What follows belongs to an exercise in optimizing a design on an open flow for small area; a production flow would make more cautious choices.
The RTL was checked by simulation tests, not by an equivalence proof against the original design.
No activity file was given, so power comes from the tool's default toggle rates.

===== flow/design.v =====
module uart_rx #(parameter CLKS_PER_BIT = 870)(
    input i_Clock,
    input i_Reset,
    input i_Rx_Serial,
    output o_Rx_DV,
    output [7:0] o_Rx_Byte
);
    parameter s_IDLE         = 3'b000;
    parameter s_RX_START_BIT = 3'b001;
    parameter s_RX_DATA_BITS = 3'b010;
    parameter s_RX_STOP_BIT  = 3'b011;
    parameter s_CLEANUP      = 3'b100;
    reg r_Rx_Data_R;
    reg r_Rx_Data;
    reg [31:0] r_Clock_Count;
    reg [2:0] r_Bit_Index;  
    reg [7:0] r_Rx_Byte;
    reg r_Rx_DV;
    reg [2:0] r_SM_Main;
    always @(posedge i_Clock)
    begin
        if (i_Reset)
        begin
            r_Rx_Data_R <= 1'b1;
            r_Rx_Data   <= 1'b1;
        end
        else
        begin
            r_Rx_Data_R <= i_Rx_Serial;
            r_Rx_Data   <= r_Rx_Data_R;
        end
    end
    always @(posedge i_Clock)
    begin
        if (i_Reset)
        begin
            r_Clock_Count <= 0;
            r_Bit_Index   <= 0;
            r_Rx_Byte     <= 0;
            r_Rx_DV       <= 1'b0;
            r_SM_Main     <= s_IDLE;
        end
        else
        case (r_SM_Main)
            s_IDLE :
            begin
                r_Rx_DV       <= 1'b0;
                r_Clock_Count <= 0;
                r_Bit_Index   <= 0;
                if (r_Rx_Data == 1'b0)  
                    r_SM_Main <= s_RX_START_BIT;
                else
                    r_SM_Main <= s_IDLE;
            end
            s_RX_START_BIT :
            begin
                if (r_Clock_Count == (CLKS_PER_BIT-1)/2)
                begin
                    if (r_Rx_Data == 1'b0)
                    begin
                        r_Clock_Count <= 0;  
                        r_SM_Main     <= s_RX_DATA_BITS;
                    end
                    else
                        r_SM_Main <= s_IDLE;
                end
                else
                begin
                    r_Clock_Count <= r_Clock_Count + 1;
                    r_SM_Main     <= s_RX_START_BIT;
                end
            end  
            s_RX_DATA_BITS :
            begin
                if (r_Clock_Count < CLKS_PER_BIT-1)
                begin
                    r_Clock_Count <= r_Clock_Count + 1;
                    r_SM_Main     <= s_RX_DATA_BITS;
                end
                else
                begin
                    r_Clock_Count          <= 0;
                    r_Rx_Byte[r_Bit_Index] <= r_Rx_Data;
                    if (r_Bit_Index < 7)
                    begin
                        r_Bit_Index <= r_Bit_Index + 1;
                        r_SM_Main   <= s_RX_DATA_BITS;
                    end
                    else
                    begin
                        r_Bit_Index <= 0;
                        r_SM_Main   <= s_RX_STOP_BIT;
                    end
                end
            end  
            s_RX_STOP_BIT :
            begin
                if (r_Clock_Count < CLKS_PER_BIT-1)
                begin
                    r_Clock_Count <= r_Clock_Count + 1;
                    r_SM_Main     <= s_RX_STOP_BIT;
                end
                else
                begin
                    r_Rx_DV       <= 1'b1;
                    r_Clock_Count <= 0;
                    r_SM_Main     <= s_CLEANUP;
                end
            end  
            s_CLEANUP :
            begin
                r_SM_Main <= s_IDLE;
                r_Rx_DV   <= 1'b0;
            end
            default :
            r_SM_Main <= s_IDLE;
        endcase
    end
    assign o_Rx_DV   = r_Rx_DV;
    assign o_Rx_Byte = r_Rx_Byte;
endmodule
module uart_tx #(parameter CLKS_PER_BIT = 870) (
    input i_Clock,
    input i_Reset,
    input i_Tx_DV,
    input [7:0] i_Tx_Byte,
    output o_Tx_Active,
    output reg o_Tx_Serial,
    output o_Tx_Done
);
    parameter s_IDLE         = 3'b000;
    parameter s_TX_START_BIT = 3'b001;
    parameter s_TX_DATA_BITS = 3'b010;
    parameter s_TX_STOP_BIT  = 3'b011;
    parameter s_CLEANUP      = 3'b100;
    reg [2:0] r_SM_Main;
    reg [31:0] r_Clock_Count;
    reg [2:0] r_Bit_Index;
    reg [7:0] r_Tx_Data;
    reg r_Tx_Done;
    reg r_Tx_Active;
    always @(posedge i_Clock)
    begin
        if (i_Reset)
        begin
            o_Tx_Serial   <= 1'b1;
            r_SM_Main     <= s_IDLE;
            r_Clock_Count <= 0;
            r_Bit_Index   <= 0;
            r_Tx_Data     <= 0;
            r_Tx_Done     <= 1'b0;
            r_Tx_Active   <= 1'b0;
        end
        else
        case (r_SM_Main)
            s_IDLE :
            begin
                o_Tx_Serial   <= 1'b1;  
                r_Tx_Done     <= 1'b0;
                r_Clock_Count <= 0;
                r_Bit_Index   <= 0;
                if (i_Tx_DV == 1'b1)
                begin
                    r_Tx_Active <= 1'b1;
                    r_Tx_Data   <= i_Tx_Byte;
                    r_SM_Main   <= s_TX_START_BIT;
                end
                else
                    r_SM_Main <= s_IDLE;
            end  
            s_TX_START_BIT :
            begin
                o_Tx_Serial <= 1'b0;
                if (r_Clock_Count < CLKS_PER_BIT-1)
                begin
                    r_Clock_Count <= r_Clock_Count + 1;
                    r_SM_Main     <= s_TX_START_BIT;
                end
                else
                begin
                    r_Clock_Count <= 0;
                    r_SM_Main     <= s_TX_DATA_BITS;
                end
            end  
            s_TX_DATA_BITS :
            begin
                o_Tx_Serial <= r_Tx_Data[r_Bit_Index];
                if (r_Clock_Count < CLKS_PER_BIT-1)
                begin
                    r_Clock_Count <= r_Clock_Count + 1;
                    r_SM_Main     <= s_TX_DATA_BITS;
                end
                else
                begin
                    r_Clock_Count <= 0;
                    if (r_Bit_Index < 7)
                    begin
                        r_Bit_Index <= r_Bit_Index + 1;
                        r_SM_Main   <= s_TX_DATA_BITS;
                    end
                    else
                    begin
                        r_Bit_Index <= 0;
                        r_SM_Main   <= s_TX_STOP_BIT;
                    end
                end
            end  
            s_TX_STOP_BIT :
            begin
                o_Tx_Serial <= 1'b1;
                if (r_Clock_Count < CLKS_PER_BIT-1)
                begin
                    r_Clock_Count <= r_Clock_Count + 1;
                    r_SM_Main     <= s_TX_STOP_BIT;
                end
                else
                begin
                    r_Tx_Done     <= 1'b1;
                    r_Clock_Count <= 0;
                    r_SM_Main     <= s_CLEANUP;
                    r_Tx_Active   <= 1'b0;
                end
            end  
            s_CLEANUP :
            begin
                r_Tx_Done <= 1'b1;
                r_SM_Main <= s_IDLE;
            end
            default :
            r_SM_Main <= s_IDLE;
        endcase
    end
    assign o_Tx_Active = r_Tx_Active;
    assign o_Tx_Done   = r_Tx_Done;
endmodule
module uart_rx_typed_chunker #(
	parameter CONTENT_BUFFER_BYTE_SIZE = 3,
	parameter CONTENT_BUFFER_INDEX_SIZE = 32
)(
	input CLK,
	input rst,
	input [7:0] rx_data,
	input is_rx_ready,
	output [7:0] chunk_type,
	output [(CONTENT_BUFFER_BYTE_SIZE * 8) - 1:0] chunk_bytes,
	output [CONTENT_BUFFER_INDEX_SIZE - 1:0] chunk_byte_size,
	output is_chunk_ready
);
	reg r_is_chunk_done;
	reg [7:0] r_chunk_type;
	reg [(CONTENT_BUFFER_BYTE_SIZE * 8) - 1:0] r_chunk_bytes;
	reg [CONTENT_BUFFER_INDEX_SIZE - 1:0] r_next_byte_index;
	parameter R_CHUNKER_STATE_SIZE = 3;
	parameter R_CHUNKER_IDLE = 0;
	parameter R_CHUNKER_READING_TYPE = 1;
	parameter R_CHUNKER_READING_BYTE = 2;
	parameter R_CHUNKER_READING_ESCAPED_BYTE = 3;
	parameter R_CHUNKER_FINISHED_CHUNK = 4;  
	parameter R_CHUNKER_PARSE_ERROR = 5;	 
	reg [R_CHUNKER_STATE_SIZE - 1:0] r_chunker_state;
	integer buffer_iterator;
	always @(posedge CLK)
	begin
		if (rst) begin
			r_chunk_type <= 0;
			r_chunk_bytes <= 0;
			r_next_byte_index <= 0;
			r_chunker_state <= R_CHUNKER_IDLE;
		end else
		case (r_chunker_state)
			R_CHUNKER_IDLE: begin
				if (is_rx_ready == 1 && rx_data == 0) begin
					r_chunker_state <= R_CHUNKER_READING_TYPE;
				end
			end
			R_CHUNKER_READING_TYPE: begin
				if (is_rx_ready == 1 && rx_data == 0) begin
					r_chunker_state <= R_CHUNKER_PARSE_ERROR;
				end else if (is_rx_ready == 1 && rx_data != 0) begin
					r_chunk_type <= rx_data;
					r_chunker_state <= R_CHUNKER_READING_BYTE;
				end
			end
			R_CHUNKER_READING_BYTE: begin
				if (is_rx_ready == 1 && rx_data == 0) begin
					r_chunker_state <= R_CHUNKER_READING_ESCAPED_BYTE;
				end else if (is_rx_ready == 1 && rx_data != 0) begin
					for (buffer_iterator = 0; buffer_iterator < CONTENT_BUFFER_BYTE_SIZE; buffer_iterator = buffer_iterator + 1)
						if (r_next_byte_index == buffer_iterator) begin
							r_chunk_bytes[buffer_iterator * 8 +: 8] <= rx_data;
							r_next_byte_index <= buffer_iterator + 1;
						end
					r_chunker_state <= R_CHUNKER_READING_BYTE;
				end
			end
			R_CHUNKER_READING_ESCAPED_BYTE: begin
				if (is_rx_ready == 1 && rx_data == 0) begin
					for (buffer_iterator = 0; buffer_iterator < CONTENT_BUFFER_BYTE_SIZE; buffer_iterator = buffer_iterator + 1)
						if (r_next_byte_index == buffer_iterator) begin
							r_chunk_bytes[buffer_iterator * 8 +: 8] <= 0;
							r_next_byte_index <= buffer_iterator + 1;
						end
					r_chunker_state <= R_CHUNKER_READING_BYTE;
				end else if (is_rx_ready == 1 && rx_data == 1) begin
					r_chunker_state <= R_CHUNKER_FINISHED_CHUNK;
				end else if (is_rx_ready) begin
					r_chunker_state <= R_CHUNKER_PARSE_ERROR;
				end
			end
			R_CHUNKER_FINISHED_CHUNK: begin
				r_chunker_state <= R_CHUNKER_IDLE;
				r_next_byte_index <= 0;
			end
			R_CHUNKER_PARSE_ERROR: begin
				r_chunker_state <= R_CHUNKER_IDLE;
				r_next_byte_index <= 0;
			end
		endcase
	end
	assign chunk_type = r_chunk_type;
	assign chunk_bytes = r_chunk_bytes;
	assign chunk_byte_size = r_next_byte_index;
	assign is_chunk_ready = r_chunker_state == R_CHUNKER_FINISHED_CHUNK;
endmodule
module uart_tx_typed_chunker #(
	parameter CONTENT_BUFFER_BYTE_SIZE = 3,
	parameter CONTENT_BUFFER_INDEX_SIZE = 32
)(
	input CLK,
	input rst,
	input is_chunk_ready,
	input [CONTENT_BUFFER_INDEX_SIZE - 1:0] chunk_byte_size,
	input is_tx_done,
	input [(CONTENT_BUFFER_BYTE_SIZE * 8) - 1:0] chunk_bytes,
	input [7:0] chunk_type,
	output is_tx_ready,
	output [7:0] tx_data,
	output is_chunker_done
);
	reg r_tx_ready;
	reg [7:0] r_tx_data;
	reg [CONTENT_BUFFER_INDEX_SIZE - 1:0] r_chunk_final_byte_index;
	reg [CONTENT_BUFFER_INDEX_SIZE - 1:0] r_chunk_byte_index;
	reg r_did_we_escape_null_already;
	reg is_type_escape_sent;
	reg is_type_value_sent;
	reg is_eoc_escape_sent;
	reg is_eoc_value_sent;
	parameter R_CHUNKER_STATE_SIZE = 3;
	parameter R_CHUNKER_IDLE = 0;
	parameter R_CHUNKER_LOADING = 1;
	parameter R_CHUNKER_TRIGGERING = 2;
	parameter R_CHUNKER_TRIGGERED = 3;
	parameter R_CHUNKER_TRANSMITTING = 4;
	reg [R_CHUNKER_STATE_SIZE - 1:0] r_chunker_state;
	wire [7:0] active_chunk;
	assign active_chunk[0] = chunk_bytes[(r_chunk_byte_index * 8) + 0];
	assign active_chunk[1] = chunk_bytes[(r_chunk_byte_index * 8) + 1];
	assign active_chunk[2] = chunk_bytes[(r_chunk_byte_index * 8) + 2];
	assign active_chunk[3] = chunk_bytes[(r_chunk_byte_index * 8) + 3];
	assign active_chunk[4] = chunk_bytes[(r_chunk_byte_index * 8) + 4];
	assign active_chunk[5] = chunk_bytes[(r_chunk_byte_index * 8) + 5];
	assign active_chunk[6] = chunk_bytes[(r_chunk_byte_index * 8) + 6];
	assign active_chunk[7] = chunk_bytes[(r_chunk_byte_index * 8) + 7];
	always @(posedge CLK) begin
		if (rst) begin
			r_tx_ready <= 0;
			r_tx_data <= 0;
			r_chunk_final_byte_index <= 0;
			r_chunk_byte_index <= 0;
			r_did_we_escape_null_already <= 0;
			is_type_escape_sent <= 0;
			is_type_value_sent <= 0;
			is_eoc_escape_sent <= 0;
			is_eoc_value_sent <= 0;
			r_chunker_state <= R_CHUNKER_IDLE;
		end else
		case (r_chunker_state)
			R_CHUNKER_IDLE: begin
				if (is_chunk_ready == 1) begin
					r_chunker_state <= R_CHUNKER_LOADING;
					r_chunk_final_byte_index <= chunk_byte_size - 1;
				end
			end
			R_CHUNKER_LOADING: begin
				if (!is_type_escape_sent) begin
					r_tx_data <= 0;
				end else if (!is_type_value_sent) begin
					r_tx_data <= chunk_type;
				end else if (r_chunk_byte_index == (r_chunk_final_byte_index + 1) && !is_eoc_escape_sent) begin
					r_tx_data <= 0;
					is_eoc_escape_sent <= 1;
				end else if (r_chunk_byte_index == (r_chunk_final_byte_index + 1) && !is_eoc_value_sent) begin
					r_tx_data <= 1;
					is_eoc_value_sent <= 1;
				end else if (active_chunk == 0 && r_did_we_escape_null_already == 0) begin
					r_tx_data <= 0;
				end else begin
					r_tx_data <= active_chunk;
				end
				r_chunker_state <= R_CHUNKER_TRIGGERING;
			end
			R_CHUNKER_TRIGGERING: begin
				r_tx_ready <= 1;
				r_chunker_state <= R_CHUNKER_TRIGGERED;
			end
			R_CHUNKER_TRIGGERED: begin
				r_tx_ready <= 0;
				r_chunker_state <= R_CHUNKER_TRANSMITTING;
			end
			R_CHUNKER_TRANSMITTING: begin
				if (is_tx_done == 1) begin
					if (!is_type_escape_sent) begin
						is_type_escape_sent <= 1;
						r_chunker_state <= R_CHUNKER_LOADING;
					end else if (!is_type_value_sent) begin
						is_type_value_sent <= 1;
						r_chunker_state <= R_CHUNKER_LOADING;
					end else if (active_chunk == 0 && r_did_we_escape_null_already == 0) begin
						r_did_we_escape_null_already <= 1;
						r_chunker_state <= R_CHUNKER_LOADING;
					end else if (r_chunk_byte_index <= r_chunk_final_byte_index) begin
						r_did_we_escape_null_already <= 0;
						r_chunk_byte_index <= r_chunk_byte_index + 1;
						r_chunker_state <= R_CHUNKER_LOADING;
					end else if (r_chunk_byte_index == (r_chunk_final_byte_index + 1)) begin
						if (!is_eoc_escape_sent) begin
							r_chunker_state <= R_CHUNKER_LOADING;
						end else if (!is_eoc_value_sent) begin
							r_chunker_state <= R_CHUNKER_LOADING;
						end else begin
							r_did_we_escape_null_already <= 0;
							r_chunker_state <= R_CHUNKER_IDLE;
							r_chunk_byte_index <= 0;
							is_type_escape_sent <= 0;
							is_type_value_sent <= 0;
							is_eoc_escape_sent <= 0;
							is_eoc_value_sent <= 0;
						end
					end
				end
			end
		endcase
	end
	assign is_tx_ready = r_tx_ready;
	assign tx_data = r_tx_data;
	assign is_chunker_done = r_chunker_state == R_CHUNKER_IDLE;
endmodule
module v_leds #(
	parameter [7:0] INTERFACE_TX_CHUNK_TYPE = 2
)(
	input CLK,
	input rst,
	input [7:0] leds,
	output should_update,
	output [7:0] tx_chunk_type,
	output [7:0] tx_chunk_bytes,
	input reset
);
	reg [7:0] r_last_leds;
	wire [7:0] r_tx_chunk_type = INTERFACE_TX_CHUNK_TYPE;
	parameter R_VLEDS_STATE_SIZE = 1;
	parameter R_VLEDS_IDLE = 0;
	parameter R_VLEDS_SHOULD_UPDATE = 1;
	reg [R_VLEDS_STATE_SIZE - 1:0] r_vleds_state;
	always @(posedge CLK)
	begin
		if (rst) begin
			r_last_leds <= 0;
			r_vleds_state <= R_VLEDS_SHOULD_UPDATE;
		end else
		case (r_vleds_state)
			R_VLEDS_IDLE: begin
				if (leds != r_last_leds) begin
					r_last_leds <= leds;
					r_vleds_state <= R_VLEDS_SHOULD_UPDATE; 
				end
			end
			R_VLEDS_SHOULD_UPDATE: begin
				if (reset) begin
					r_vleds_state <= R_VLEDS_IDLE;
				end
			end
		endcase
	end
	assign should_update = r_vleds_state == R_VLEDS_SHOULD_UPDATE;
	assign tx_chunk_type = r_tx_chunk_type;
	assign tx_chunk_bytes = r_last_leds;
endmodule
module v_switches #(
	parameter [7:0] INTERFACE_RX_CHUNK_TYPE = 4,
	parameter RX_CONTENT_BUFFER_BYTE_SIZE = 3,
	parameter RX_CONTENT_BUFFER_INDEX_SIZE = 32
)(
	input CLK,
	input rst,
	input [7:0] rx_chunk_type,
	input [(RX_CONTENT_BUFFER_BYTE_SIZE * 8) - 1:0] rx_chunk_bytes,
	input [RX_CONTENT_BUFFER_INDEX_SIZE - 1:0] rx_chunk_byte_size,
	input rx_is_chunk_ready,
	output [7:0] switches
);
	reg [7:0] r_last_switches;
	wire [7:0] r_rx_chunk_type = INTERFACE_RX_CHUNK_TYPE;
	always @(posedge CLK)
	begin
		if (rst) begin
			r_last_switches <= 0;
		end else if (rx_is_chunk_ready && rx_chunk_type == r_rx_chunk_type && rx_chunk_byte_size == 1) begin
			r_last_switches[7:0] <= rx_chunk_bytes[7:0];
		end
	end
	assign switches = r_last_switches;
endmodule
module v_display #(
	parameter [7:0] INTERFACE_TX_CHUNK_TYPE = 6,
	parameter DISPLAY_BUFFER_BYTE_SIZE = 64,
	parameter DISPLAY_BUFFER_INDEX_SIZE = 8
)(
	input CLK,
	input rst,
	input [(DISPLAY_BUFFER_BYTE_SIZE * 8) - 1:0] display,
	output should_update,
	output [7:0] tx_chunk_type,
	output [15:0] tx_chunk_bytes,
	input reset
);
	reg [(DISPLAY_BUFFER_BYTE_SIZE * 8) - 1:0] r_new_display;
	reg [(DISPLAY_BUFFER_BYTE_SIZE * 8) - 1:0] r_display;
	reg [DISPLAY_BUFFER_INDEX_SIZE - 1:0] r_update_index;
	reg [15:0] r_update_value;
	wire [7:0] r_tx_chunk_type = INTERFACE_TX_CHUNK_TYPE;
	parameter R_VDISPLAY_STATE_SIZE = 3;
	parameter R_VDISPLAY_IDLE = 0;
	parameter R_VDISPLAY_SHOULD_PREPARE_UPDATE = 1;
	parameter R_VDISPLAY_SHOULD_UPDATE = 2;
	parameter R_VDISPLAY_FINISH = 3;
	reg [R_VDISPLAY_STATE_SIZE - 1:0] r_vdisplay_state;
 	integer buffer_iterator;
	always @(posedge CLK)
	begin
		if (rst) begin
			r_new_display <= 0;
			r_display <= 0;
			r_update_index <= 0;
			r_update_value <= 0;
			r_vdisplay_state <= R_VDISPLAY_IDLE;
		end else
		case (r_vdisplay_state)
			R_VDISPLAY_IDLE: begin
				if (display != r_display) begin
					r_new_display <= display;
					r_update_index <= 0;
					r_vdisplay_state <= R_VDISPLAY_SHOULD_PREPARE_UPDATE;
				end
			end
			R_VDISPLAY_SHOULD_PREPARE_UPDATE: begin
				for (buffer_iterator = 0; buffer_iterator < DISPLAY_BUFFER_BYTE_SIZE; buffer_iterator = buffer_iterator + 1)
					if (r_update_index == buffer_iterator) begin
						r_update_value[7:0] <= r_update_index;
						r_update_value[15:8] <= r_new_display[buffer_iterator * 8 +: 8];
					end
				r_vdisplay_state <= R_VDISPLAY_SHOULD_UPDATE;
			end
			R_VDISPLAY_SHOULD_UPDATE: begin
				if (reset) begin
					if (r_update_index <= (DISPLAY_BUFFER_BYTE_SIZE - 1)) begin
						r_update_index <= r_update_index + 1;
						r_vdisplay_state <= R_VDISPLAY_SHOULD_PREPARE_UPDATE;
					end else begin
						r_vdisplay_state <= R_VDISPLAY_FINISH;
					end
				end
			end
			R_VDISPLAY_FINISH: begin
				r_display <= r_new_display;
				r_vdisplay_state <= R_VDISPLAY_IDLE;
			end
		endcase
	end
	assign should_update = r_vdisplay_state == R_VDISPLAY_SHOULD_UPDATE;
	assign tx_chunk_type = r_tx_chunk_type;
	assign tx_chunk_bytes = r_update_value;
endmodule
module v_buttons #(
	parameter [7:0] INTERFACE_RX_CHUNK_TYPE = 3,
	parameter RX_CONTENT_BUFFER_BYTE_SIZE = 3,
	parameter RX_CONTENT_BUFFER_INDEX_SIZE = 32
)(
	input CLK,
	input rst,
	input [7:0] rx_chunk_type,
	input [(RX_CONTENT_BUFFER_BYTE_SIZE * 8) - 1:0] rx_chunk_bytes,
	input [RX_CONTENT_BUFFER_INDEX_SIZE - 1:0] rx_chunk_byte_size,
	input rx_is_chunk_ready,
	output [7:0] button_index,
	output button_pressed
);
	reg [7:0] r_button_index;
	wire [7:0] r_rx_chunk_type = INTERFACE_RX_CHUNK_TYPE;
	parameter R_VBUTTONS_STATE_SIZE = 1;
	parameter R_VBUTTONS_IDLE = 0;
	parameter R_VBUTTONS_BUTTON_PRESSED = 1;
	reg [R_VBUTTONS_STATE_SIZE - 1:0] r_vbuttons_state;
	always @(posedge CLK)
	begin
		if (rst) begin
			r_button_index <= 0;
			r_vbuttons_state <= R_VBUTTONS_IDLE;
		end else
		case (r_vbuttons_state)
			R_VBUTTONS_IDLE: begin
				if (rx_is_chunk_ready && rx_chunk_type == r_rx_chunk_type && rx_chunk_byte_size == 1) begin
					r_button_index[7:0] <= rx_chunk_bytes[7:0];
					r_vbuttons_state <= R_VBUTTONS_BUTTON_PRESSED;
				end
			end
			R_VBUTTONS_BUTTON_PRESSED: begin
				r_vbuttons_state <= R_VBUTTONS_IDLE;
			end
		endcase
	end
	assign button_index = r_button_index;
	assign button_pressed = r_vbuttons_state == R_VBUTTONS_BUTTON_PRESSED;
endmodule
module min_os(
	input CLK,
	input rst,
	input T19,
	output T20,
	input [7:0] leds,
	input [511:0] display,  
	output [7:0] switches,
	output [7:0] button_index,
	output button_pressed
);
	parameter UART_CLKS_PER_BIT = 16;
	wire [7:0] rx_data;
	wire rx_ready;
	uart_rx #(
		.CLKS_PER_BIT(UART_CLKS_PER_BIT)
	) uart_rx_instance (
		.i_Clock(CLK),
		.i_Reset(rst),
		.i_Rx_Serial(T19),
		.o_Rx_DV(rx_ready),
		.o_Rx_Byte(rx_data)
	);
	parameter RX_CONTENT_BUFFER_BYTE_SIZE = 3;
	parameter RX_CONTENT_BUFFER_INDEX_SIZE = 32;
	wire [7:0] rx_chunk_type;
	wire [(RX_CONTENT_BUFFER_BYTE_SIZE * 8) - 1:0] rx_chunk_bytes;
	wire [RX_CONTENT_BUFFER_INDEX_SIZE - 1:0] rx_chunk_byte_size;
	wire rx_is_chunk_ready;
	uart_rx_typed_chunker #(
		.CONTENT_BUFFER_BYTE_SIZE(RX_CONTENT_BUFFER_BYTE_SIZE),
		.CONTENT_BUFFER_INDEX_SIZE(RX_CONTENT_BUFFER_INDEX_SIZE)
	) uart_rx_typed_chunker_instance (
		.CLK(CLK),
		.rst(rst),
		.rx_data(rx_data),
		.is_rx_ready(rx_ready),
		.chunk_type(rx_chunk_type),
		.chunk_bytes(rx_chunk_bytes),
		.chunk_byte_size(rx_chunk_byte_size),
		.is_chunk_ready(rx_is_chunk_ready)
	);
	wire is_tx_ready;
	wire [7:0] tx_data;
	wire is_tx_done;
	uart_tx #(
		.CLKS_PER_BIT(UART_CLKS_PER_BIT)
	) uart_tx_instance (
		.i_Clock(CLK),
		.i_Reset(rst),
		.i_Tx_DV(is_tx_ready),
		.i_Tx_Byte(tx_data),
		.o_Tx_Active(),
		.o_Tx_Serial(T20),
		.o_Tx_Done(is_tx_done)
	);
	parameter TX_CONTENT_BUFFER_BYTE_SIZE = 5;
	parameter TX_CONTENT_BUFFER_INDEX_SIZE = 32;
	reg r_tx_is_chunk_ready;
	reg [7:0] r_tx_chunk_type;
	reg [TX_CONTENT_BUFFER_INDEX_SIZE - 1:0] r_tx_chunk_byte_size;
	reg [(TX_CONTENT_BUFFER_BYTE_SIZE * 8) - 1:0] r_tx_chunk_bytes;
	wire chunk_is_tx_ready;
	wire [7:0] chunk_tx_data;
	wire is_tx_chunker_done;
	uart_tx_typed_chunker #(
		.CONTENT_BUFFER_BYTE_SIZE(TX_CONTENT_BUFFER_BYTE_SIZE),
		.CONTENT_BUFFER_INDEX_SIZE(TX_CONTENT_BUFFER_INDEX_SIZE)
	) uart_tx_typed_chunker_instance (
		.CLK(CLK),
		.rst(rst),
		.is_chunk_ready(r_tx_is_chunk_ready),
		.chunk_byte_size(r_tx_chunk_byte_size),
		.is_tx_done(is_tx_done),
		.chunk_bytes(r_tx_chunk_bytes),
		.chunk_type(r_tx_chunk_type),
		.is_tx_ready(chunk_is_tx_ready),
		.tx_data(chunk_tx_data),
		.is_chunker_done(is_tx_chunker_done)
	);
	assign is_tx_ready = chunk_is_tx_ready;
	assign tx_data = chunk_tx_data;
	parameter LEDS_INTERFACE_TX_CHUNK_TYPE = 2;
	reg r_leds_reset;
	wire leds_should_update;
	wire [7:0] leds_tx_chunk_type;
	wire [7:0] leds_tx_chunk_bytes;
	v_leds #(
		.INTERFACE_TX_CHUNK_TYPE(LEDS_INTERFACE_TX_CHUNK_TYPE)
	) v_leds_instance (
		.CLK(CLK),
		.rst(rst),
		.leds(leds),
		.should_update(leds_should_update),
		.tx_chunk_type(leds_tx_chunk_type),
		.tx_chunk_bytes(leds_tx_chunk_bytes),
		.reset(r_leds_reset)
	);
	parameter DISPLAY_INTERFACE_TX_CHUNK_TYPE = 6;
	parameter DISPLAY_BUFFER_BYTE_SIZE = 64;
	parameter DISPLAY_BUFFER_INDEX_SIZE = 32;
	reg r_display_reset;
	wire display_should_update;
	wire [7:0] display_tx_chunk_type;
	wire [15:0] display_tx_chunk_bytes;
	v_display #(
		.INTERFACE_TX_CHUNK_TYPE(DISPLAY_INTERFACE_TX_CHUNK_TYPE),
		.DISPLAY_BUFFER_BYTE_SIZE(DISPLAY_BUFFER_BYTE_SIZE),
		.DISPLAY_BUFFER_INDEX_SIZE(DISPLAY_BUFFER_INDEX_SIZE)
	) v_display_instance (
		.CLK(CLK),
		.rst(rst),
		.display(display),
		.should_update(display_should_update),
		.tx_chunk_type(display_tx_chunk_type),
		.tx_chunk_bytes(display_tx_chunk_bytes),
		.reset(r_display_reset)
	);
	parameter SWITCHES_INTERFACE_RX_CHUNK_TYPE = 4;
	v_switches #(
		.INTERFACE_RX_CHUNK_TYPE(SWITCHES_INTERFACE_RX_CHUNK_TYPE),
		.RX_CONTENT_BUFFER_BYTE_SIZE(RX_CONTENT_BUFFER_BYTE_SIZE),
		.RX_CONTENT_BUFFER_INDEX_SIZE(RX_CONTENT_BUFFER_INDEX_SIZE)
	) v_switches_instance (
		.CLK(CLK),
		.rst(rst),
		.rx_chunk_type(rx_chunk_type),
		.rx_chunk_bytes(rx_chunk_bytes),
		.rx_chunk_byte_size(rx_chunk_byte_size),
		.rx_is_chunk_ready(rx_is_chunk_ready),
		.switches(switches)
	);
	parameter BUTTONS_INTERFACE_RX_CHUNK_TYPE = 3;
	v_buttons #(
		.INTERFACE_RX_CHUNK_TYPE(BUTTONS_INTERFACE_RX_CHUNK_TYPE),
		.RX_CONTENT_BUFFER_BYTE_SIZE(RX_CONTENT_BUFFER_BYTE_SIZE),
		.RX_CONTENT_BUFFER_INDEX_SIZE(RX_CONTENT_BUFFER_INDEX_SIZE)
	) v_buttons_instance (
		.CLK(CLK),
		.rst(rst),
		.rx_chunk_type(rx_chunk_type),
		.rx_chunk_bytes(rx_chunk_bytes),
		.rx_chunk_byte_size(rx_chunk_byte_size),
		.rx_is_chunk_ready(rx_is_chunk_ready),
		.button_index(button_index),
		.button_pressed(button_pressed)
	);
	parameter R_MINOS_STATE_SIZE = 4;
	parameter R_MINOS_IDLE = 0;
	parameter R_MINOS_LEDS_CHECK = 1;
	parameter R_MINOS_LEDS_START_WRITING = 2;
	parameter R_MINOS_LEDS_STOP_WRITING = 3;
	parameter R_MINOS_LEDS_WAIT_TRANSMISSION = 4;
	parameter R_MINOS_DISPLAY_CHECK = 5;
	parameter R_MINOS_DISPLAY_START_WRITING = 6;
	parameter R_MINOS_DISPLAY_STOP_WRITING = 7;
	parameter R_MINOS_DISPLAY_WAIT_TRANSMISSION = 8;
	parameter R_MINOS_FINISHED = 9;
	reg [R_MINOS_STATE_SIZE - 1:0] r_minos_state;
	always @(posedge CLK)
	begin
		if (rst) begin
			r_tx_is_chunk_ready <= 0;
			r_tx_chunk_type <= 0;
			r_tx_chunk_byte_size <= 0;
			r_tx_chunk_bytes <= 0;
			r_leds_reset <= 0;
			r_display_reset <= 0;
			r_minos_state <= R_MINOS_IDLE;
		end else
		case (r_minos_state)
			R_MINOS_IDLE: begin
				if (leds_should_update || display_should_update) begin
					r_minos_state <= R_MINOS_LEDS_CHECK;
				end
			end
			R_MINOS_LEDS_CHECK: begin
				if (leds_should_update) begin
					r_minos_state <= R_MINOS_LEDS_START_WRITING;
				end else begin
					r_minos_state <= R_MINOS_DISPLAY_CHECK;
				end
			end
			R_MINOS_LEDS_START_WRITING: begin
				r_tx_chunk_type <= leds_tx_chunk_type;
				r_tx_chunk_bytes[7:0] <= leds_tx_chunk_bytes;
				r_tx_is_chunk_ready <= 1;
				r_tx_chunk_byte_size <= 1;
				r_leds_reset <= 1;
				r_minos_state <= R_MINOS_LEDS_STOP_WRITING;
			end
			R_MINOS_LEDS_STOP_WRITING: begin
				r_tx_is_chunk_ready <= 0;
				r_tx_chunk_byte_size <= 0;
				r_leds_reset <= 0;
				r_minos_state <= R_MINOS_LEDS_WAIT_TRANSMISSION;
			end
			R_MINOS_LEDS_WAIT_TRANSMISSION: begin
				if (is_tx_chunker_done) begin
					r_minos_state <= R_MINOS_DISPLAY_CHECK;
				end
			end
			R_MINOS_DISPLAY_CHECK: begin
				if (display_should_update) begin
					r_minos_state <= R_MINOS_DISPLAY_START_WRITING;
				end else begin
					r_minos_state <= R_MINOS_FINISHED;
				end
			end
			R_MINOS_DISPLAY_START_WRITING: begin
				r_tx_chunk_type <= display_tx_chunk_type;
				r_tx_chunk_bytes[15:0] <= display_tx_chunk_bytes;
				r_tx_is_chunk_ready <= 1;
				r_tx_chunk_byte_size <= 2;
				r_display_reset <= 1;
				r_minos_state <= R_MINOS_DISPLAY_STOP_WRITING;
			end
			R_MINOS_DISPLAY_STOP_WRITING: begin
				r_tx_is_chunk_ready <= 0;
				r_tx_chunk_byte_size <= 0;
				r_display_reset <= 0;
				r_minos_state <= R_MINOS_DISPLAY_WAIT_TRANSMISSION;
			end
			R_MINOS_DISPLAY_WAIT_TRANSMISSION: begin
				if (is_tx_chunker_done) begin
					r_minos_state <= R_MINOS_FINISHED;
				end
			end
			R_MINOS_FINISHED: begin
				r_minos_state <= R_MINOS_IDLE;
			end
		endcase
	end
endmodule
module main(
	input CLK,
	input rst,
	input T19,
	output T20,
	output LD0,
	output LD1,
	output LD2,
	output LD3,
	output LD4,
	output LD5,
	output LD6,
	output LD7
);
	reg [7:0] r_counter; 
	reg r_flipper;
	reg r_flipper_changed;
	parameter sleep_ticks = 32'd20000;
	reg [31:0] r_ticks;
	always @(posedge CLK)
	begin
		if (rst) begin
			r_counter <= 0;
			r_flipper <= 0;
			r_flipper_changed <= 0;
			r_ticks = 0;
		end else if (r_ticks < sleep_ticks) begin
			r_ticks = r_ticks + 1;
		end else if (r_ticks == sleep_ticks) begin
			r_ticks = r_ticks + 1;
			r_counter <= r_counter + 1;
			r_flipper <= !r_flipper;
			r_flipper_changed <= 1;
		end else if (r_ticks > sleep_ticks) begin
			r_ticks = 0;
			r_flipper_changed <= 0;
		end
	end
	wire [7:0] output_byte = switches == 0 ? r_counter : switches;
	reg r_indexes_changed;
	reg [7:0] a_index;
	parameter A_LEFT = 8;
	parameter A_RIGHT = 10;
	parameter A_UP = 1;
	parameter A_DOWN = 9;
	reg [7:0] b_index;
	parameter B_LEFT = 11;
	parameter B_RIGHT = 13;
	parameter B_UP = 4;
	parameter B_DOWN = 12;
	always @(posedge CLK)
	begin
		if (rst) begin
			a_index <= 9;
			b_index <= 14;
			r_indexes_changed <= 0;
		end else if (button_pressed) begin
			if (button_index == A_LEFT && (a_index % 8) > 0) begin
				a_index <= a_index - 1;
			end else if (button_pressed && button_index == A_RIGHT && (a_index % 8) < 7) begin
				a_index <= a_index + 1;
			end else if (button_pressed && button_index == A_UP && (a_index / 8) > 0) begin
				a_index <= a_index - 8;
			end else if (button_pressed && button_index == A_DOWN && (a_index / 8) < 7) begin
				a_index <= a_index + 8;
			end else if (button_index == B_LEFT && (b_index % 8) > 0) begin
				b_index <= b_index - 1;
			end else if (button_pressed && button_index == B_RIGHT && (b_index % 8) < 7) begin
				b_index <= b_index + 1;
			end else if (button_pressed && button_index == B_UP && (b_index / 8) > 0) begin
				b_index <= b_index - 8;
			end else if (button_pressed && button_index == B_DOWN && (b_index / 8) < 7) begin
				b_index <= b_index + 8;
			end 
			r_indexes_changed <= 1;
		end else if (display_logic_changed) begin
			r_indexes_changed <= 0;
		end
	end
	wire display_logic_changed = r_flipper_changed || r_indexes_changed;
	reg [511:0] r_display;  
	integer display_iterator;
	always @(posedge CLK)
	begin
		if (rst)
			r_display <= 0;
		else
		for (display_iterator = 0; display_iterator < 64; display_iterator = display_iterator + 1)
			if (display_logic_changed) begin
				if (a_index == display_iterator) begin
					r_display[display_iterator * 8 +: 8] <= 8'b00111111;
				end else if (b_index == display_iterator) begin
					r_display[display_iterator * 8 +: 8] <= 8'b00010101;
				end else if (0 == display_iterator && r_flipper) begin
					r_display[display_iterator * 8 +: 8] <= 8'b00110000;
				end else if (7 == display_iterator && r_flipper) begin
					r_display[display_iterator * 8 +: 8] <= 8'b00001100;
				end else if (56 == display_iterator && r_flipper) begin
					r_display[display_iterator * 8 +: 8] <= 8'b00000011;
				end else begin
					r_display[display_iterator * 8 +: 8] <= 8'b00000000;
				end
			end
	end
	wire [7:0] switches;
	wire [7:0] button_index;
	wire button_pressed;
	min_os min_os_instance (
		.CLK(CLK),
		.rst(rst),
		.T19(T19),
		.T20(T20),
		.leds(output_byte),
		.display(r_display),
		.switches(switches),
		.button_index(button_index),
		.button_pressed(button_pressed)
	);
	assign LD0 = output_byte[0];
	assign LD1 = output_byte[1];
	assign LD2 = output_byte[2];
	assign LD3 = output_byte[3];
	assign LD4 = output_byte[4];
	assign LD5 = output_byte[5];
	assign LD6 = output_byte[6];
	assign LD7 = output_byte[7];
endmodule

===== flow/run.sh =====
#!/bin/bash
# synth_recipe.tcl (not shown) runs the flow's synth.tcl, then flattens the netlist and writes it again
# the make line also repeats each setting of config.mk as NAME=value (left out here)
make -C /OpenROAD-flow-scripts/flow DESIGN_CONFIG=/design/flow/config.mk WORK_HOME=/design/flow/orfs CLKGATE_MAP_FILE= SYNTH_SCRIPT=/design/flow/synth_recipe.tcl finish

===== flow/config.mk =====
export PLATFORM = sky130hd
export DESIGN_NAME = main
export DESIGN_NICKNAME = main
export VERILOG_FILES = /design/flow/design.v
export SDC_FILE = /design/flow/constraint.sdc
export NUM_CORES = 4
export LEC_CHECK = 0
export CAP_MARGIN = 20
export CORE_MARGIN = 2
export CORE_UTILIZATION = 40
export SLEW_MARGIN = 20

===== flow/constraint.sdc =====
create_clock -name core_clock -period 10.0 [get_ports {CLK}]
set_input_delay 2.0000 -clock core_clock [delete_from_list [all_inputs] [get_ports {CLK}]]
set_output_delay 2.0000 -clock core_clock [all_outputs]
set_load 0.01 [all_outputs]

==> results_dict.tcl <==
set metrics [dict create \
    layout.nets 4362 \
    power_density_nw_per_um2 166 \
    async_flop_share 0 \
    postCtsHoldBufs 0 \
    drv_slew 0 \
    final-seq-area_um2 14600 \
    cts-resized-gates 0 \
    root_buffer "clkbuf_16" \
    dp.final_hpwl_um 80900 \
    vias_per_cell 5.80 \
    multi_input_area_um2 19400 \
    ir_worst_vdd_uv 139 \
    synth.avg_cell_area_um2 7.98 \
    worstPathArrival_ps 5580 \
    internal_power_mw 4.91 \
    hold_viol 0 \
    fillCellCount 8737 \
    diodes 0 \
    setup_tns_ps 0 \
    numPortBuffers 11 \
    grt_max_degree 169 \
    drive_gt1_frac 0.0532 \
    num_rows 108 \
    switching_share 0.241 \
    worstSetupStartpointType "flip-flop" \
    clock_skew_ps 55.7 \
    die_area_um2 90600 \
    netlist_instances 4423 \
    comb_power_share 0.054 \
    chipHeight_um 301 \
    drc 0 \
    yosysWarnings 10 \
    setup_viol_count_final 0 \
    cts_buffers 82 \
    antenna_found_initial 2 \
    cts_tree "done" \
    area_delta_synth_final_pct 10.7 \
    cts.path.max_buffers 3 \
    stdcell_area_um2 39100 \
    status "complete, no violations" \
    pwr-share-clk 0.485 \
    ios 12 \
    wl_um 117000 \
    synth_mux_area_frac 0.0553 \
    core_um2 87200 \
    slew_headroom 0.194 \
    cp.required_ps 10470 \
    grt_first_pass_wirelength_um 179000 \
    grt_use_total 0.251 \
    syn-cell-area_um2 35300 \
    ant_nets 0 \
    synth_top_family_by_area "simple AND/OR/NAND/NOR gates" \
    drv_cap 0 \
    gp_congestion 1.04 \
    drt_iter0_drc 3040 \
    synth-simple-area-share 0.244 \
    clkTransAtPathRegs_ps 60 \
    post_drt_wl_per_cell_um 21.2 \
    crit_fanout 124 \
    dp_slack_ps 5250 \
    fmax_mhz 196 \
    synthAdderAreaFrac 0.0238 \
    synth-xor-area-share 0.0516 \
    share_seq_of_total_power 0.461 \
    worst_slew_pin_slew_ps 1210 \
    rsz0062_at_grt "no" \
    overflow 0 \
    vias 32000 \
    hold_class "flip-flop to flip-flop" \
    initial_core_util 0.405 \
    yosys.cell_types.count 87 \
    p_leak_nw 14.5 \
    post_cts_buffers 0 \
    ys_seq_elements 730 \
    synth_edf_count 0 \
    critical_path_class "flip-flop to flip-flop" \
    synth_compound_area_frac 0.170 \
    period_share 0.511 \
    cp-end-kind "flip-flop" \
    chipWidth_um 301 \
    synth_ff_type "dfxtp_1" \
    firstDrtPassIters 6 \
    fin_crit_ps 5110 \
    clock_sinks 730 \
    p_switching_mw 1.56 \
    finalWorstSetupSlack_ps 4890 \
    placed_area_um2 36200 \
    htree_levels 3 \
    grt_pass1_vias 29200 \
    ys_seq_area_frac 0.414 \
    clock_latency_ps 670 \
]
## power by group through the flow
| stage | Sequential [mW] | Combinational, mW | Clock [mW] |
|---|---|---|---|
| final | 2.99 | 0.348 | 3.14 |
| after global routing | 2.99 | 0.398 | 3.33 |
| after CTS | 2.99 | 0.350 | 3.21 |
| after detailed placement | 3.05 | 0.348 | 0 |
| after global placement | 3.05 | 0.345 | 0 |
| after floorplan | 3.02 | 0.288 | 0 |
## area by class of cell
| cell class | instances | area share |
|---|---|---|
| repair buffers | 55 | 0.0128 |
| clock inverters | 34 | 0.0110 |
| inverters | 82 | 0.00788 |
| multi-input cells | 3341 | 0.496 |
| flip-flops and latches | 730 | 0.374 |
| clock buffers | 115 | 0.0614 |
| well taps | 1155 | 0.0370 |
## cell families after synthesis
| group | Yosys count |
|---|---|
| AND/OR/NAND/NOR | 1864 |
| AO/OA/AOI/OAI | 993 |
| flip-flops | 730 |
| buffers and inverters | 368 |
| XOR/XNOR | 208 |
| multiplexers | 192 |
| adder cells (fa/ha/maj) | 67 |
| other | 1 |
## synth_stat cells (14+ instances only)
cell / count / area share
nand4_1: 78 / 0.014
clkbuf_1: 237 / 0.025
nand2_1: 571 / 0.061
nor2b_1: 31 / 0.0055
o211ai_1: 79 / 0.017
a31oi_1: 47 / 0.0083
mux2i_1: 186 / 0.053
buf_1: 22 / 0.0023
nand2b_1: 32 / 0.0057
nand3b_1: 26 / 0.0055
a211oi_1: 27 / 0.0057
a22oi_1: 14 / 0.0030
xor2_1: 42 / 0.010
or3_1: 29 / 0.0051
ha_1: 67 / 0.024
o21a_1: 18 / 0.0038
or2_2: 14 / 0.0025
inv_1: 81 / 0.0086
and3_1: 79 / 0.014
buf_2: 24 / 0.0034
or4_1: 31 / 0.0066
o31ai_1: 37 / 0.0079
nor3_1: 73 / 0.010
nor3b_1: 15 / 0.0032
a21oi_1: 444 / 0.063
o21ai_0: 179 / 0.025
nor4_1: 65 / 0.012
nand3_1: 101 / 0.014
nor2_1: 648 / 0.069
dfxtp_1: 730 / 0.41
and2_1: 26 / 0.0046
xnor2_1: 166 / 0.041
## path summary, 6_finish.rpt
kind | start | to | slack, ps | depth (start not counted)
setup reg to reg | r_display[52]$_SDFFE_PP0P_ | flip-flop | 4890 | 9
hold / removal | min_os_instance.uart_rx_instance.r_Rx_Data_R$_SDFF_PP1_ | min_os_instance.uart_rx_instance.r_Rx_Data$_SDFF_PP1_ | 410 | 1
setup / recovery | r_display[52]$_SDFFE_PP0P_ | flip-flop | 4890 | 9
hold reg to reg | min_os_instance.uart_rx_instance.r_Rx_Data_R$_SDFF_PP1_ | min_os_instance.uart_rx_instance.r_Rx_Data$_SDFF_PP1_ | 410 | 1
## worst max-delay path, stage by stage, from the launching register on
cell and delay (ps):
dfxtp_1 370, inv_1 60, a22o_1 220, a2111oi_0 900, nand4_1 460, nor4_1 980, or3_4 640, buf_12 560
mux2i_1 280, nor2_1 70
## per-layer routing
| layer | track usage | part of all wire |
|---|---|---|
| met1 | 0.349 | 0.45 |
| met2 | 0.372 | 0.42 |
| met3 | 0.0490 | 0.078 |
| met4 | 0.122 | 0.052 |
| met5 | 0 | 0.00023 |
## state kept, by name, indices dropped and copies added, names as in the netlist, 14 cells and up, named ones only
| signal | flops |
|---|---|
| min_os_instance.v_display_instance.r_display | 134 |
| min_os_instance.v_display_instance.r_update_value | 14 |
| min_os_instance.r_tx_chunk_bytes | 14 |
| r_ticks | 32 |
| min_os_instance.uart_rx_instance.r_Clock_Count | 32 |
| r_display | 134 |
| min_os_instance.v_display_instance.r_update_index | 32 |
| min_os_instance.v_display_instance.r_new_display | 134 |
| min_os_instance.uart_tx_instance.r_Clock_Count | 32 |
## placed cells by master (no fill, tap or decap), drive strengths merged, types with 14 or more instances in the layout
cell | Yosys | final
xor2 | 42 | 42
dfxtp | 730 | 730
o31ai | 37 | 37
a31oi | 47 | 47
or4 | 31 | 31
o21a | 18 | 18
nor3b | 15 | 15
nor2b | 31 | 31
ha | 67 | 67
conb | 1 | 17
nor4 | 67 | 67
nand4 | 78 | 78
nand3b | 26 | 26
or2 | 14 | 14
a21oi | 444 | 444
nand3 | 101 | 101
or3 | 29 | 29
a22oi | 14 | 14
o211ai | 79 | 79
and3 | 79 | 79
buf | 49 | 45
inv | 81 | 87
and2 | 28 | 28
nand2 | 571 | 571
a211oi | 28 | 28
nor2 | 649 | 649
clkinv | 1 | 16
xnor2 | 166 | 166
clkbuf | 237 | 115
mux2i | 186 | 186
nand2b | 32 | 32
nor3 | 73 | 73
o21ai | 181 | 181
## stage by stage
step	power [mW]	cells	hold WS, ps	util
after floorplan	3.31	4439	389	-
after global placement	3.39	5361	391	0.415
after detailed placement	3.40	5363	398	0.416
after CTS	6.54	5512	412	0.448
after global routing	6.72	5512	423	0.448
final	6.48	5512	407	0.448

afterwards: timing with drivers on the ports:
In the flow no input, the clock included, has a driving cell. The finished layout below was timed again as built, in two steps.
Step 1 (the two cells are an assumption about what drives the block):
set clk [get_ports {CLK}]
set_driving_cell -lib_cell sky130_fd_sc_hd__clkbuf_16 $clk
set_driving_cell -lib_cell sky130_fd_sc_hd__buf_2 [delete_from_list [all_inputs] $clk]
Step 2 adds t to the input delays and takes it off the output delays; t is the mean of the earliest and latest rising clock arrival at the registers after step 1. Input paths then give back, and output paths get back, about the clock's delay inside the block.
a / b / c = ideal / step 1 / step 2; a / b = the first two.
t (ns): 0.710
setup slack, ns: 4.885 / 4.885 / 4.885
worst hold slack (ns): 0.407 / 0.407 / 0.407
worst setup path after step 2: register to register
latest minus earliest clock arrival (ns): 0.055 / 0.056
After both steps this run still meets setup and hold. For this run, drivers alone change the setup slack by 0.000 ns; drivers and shift together by 0.000 ns.
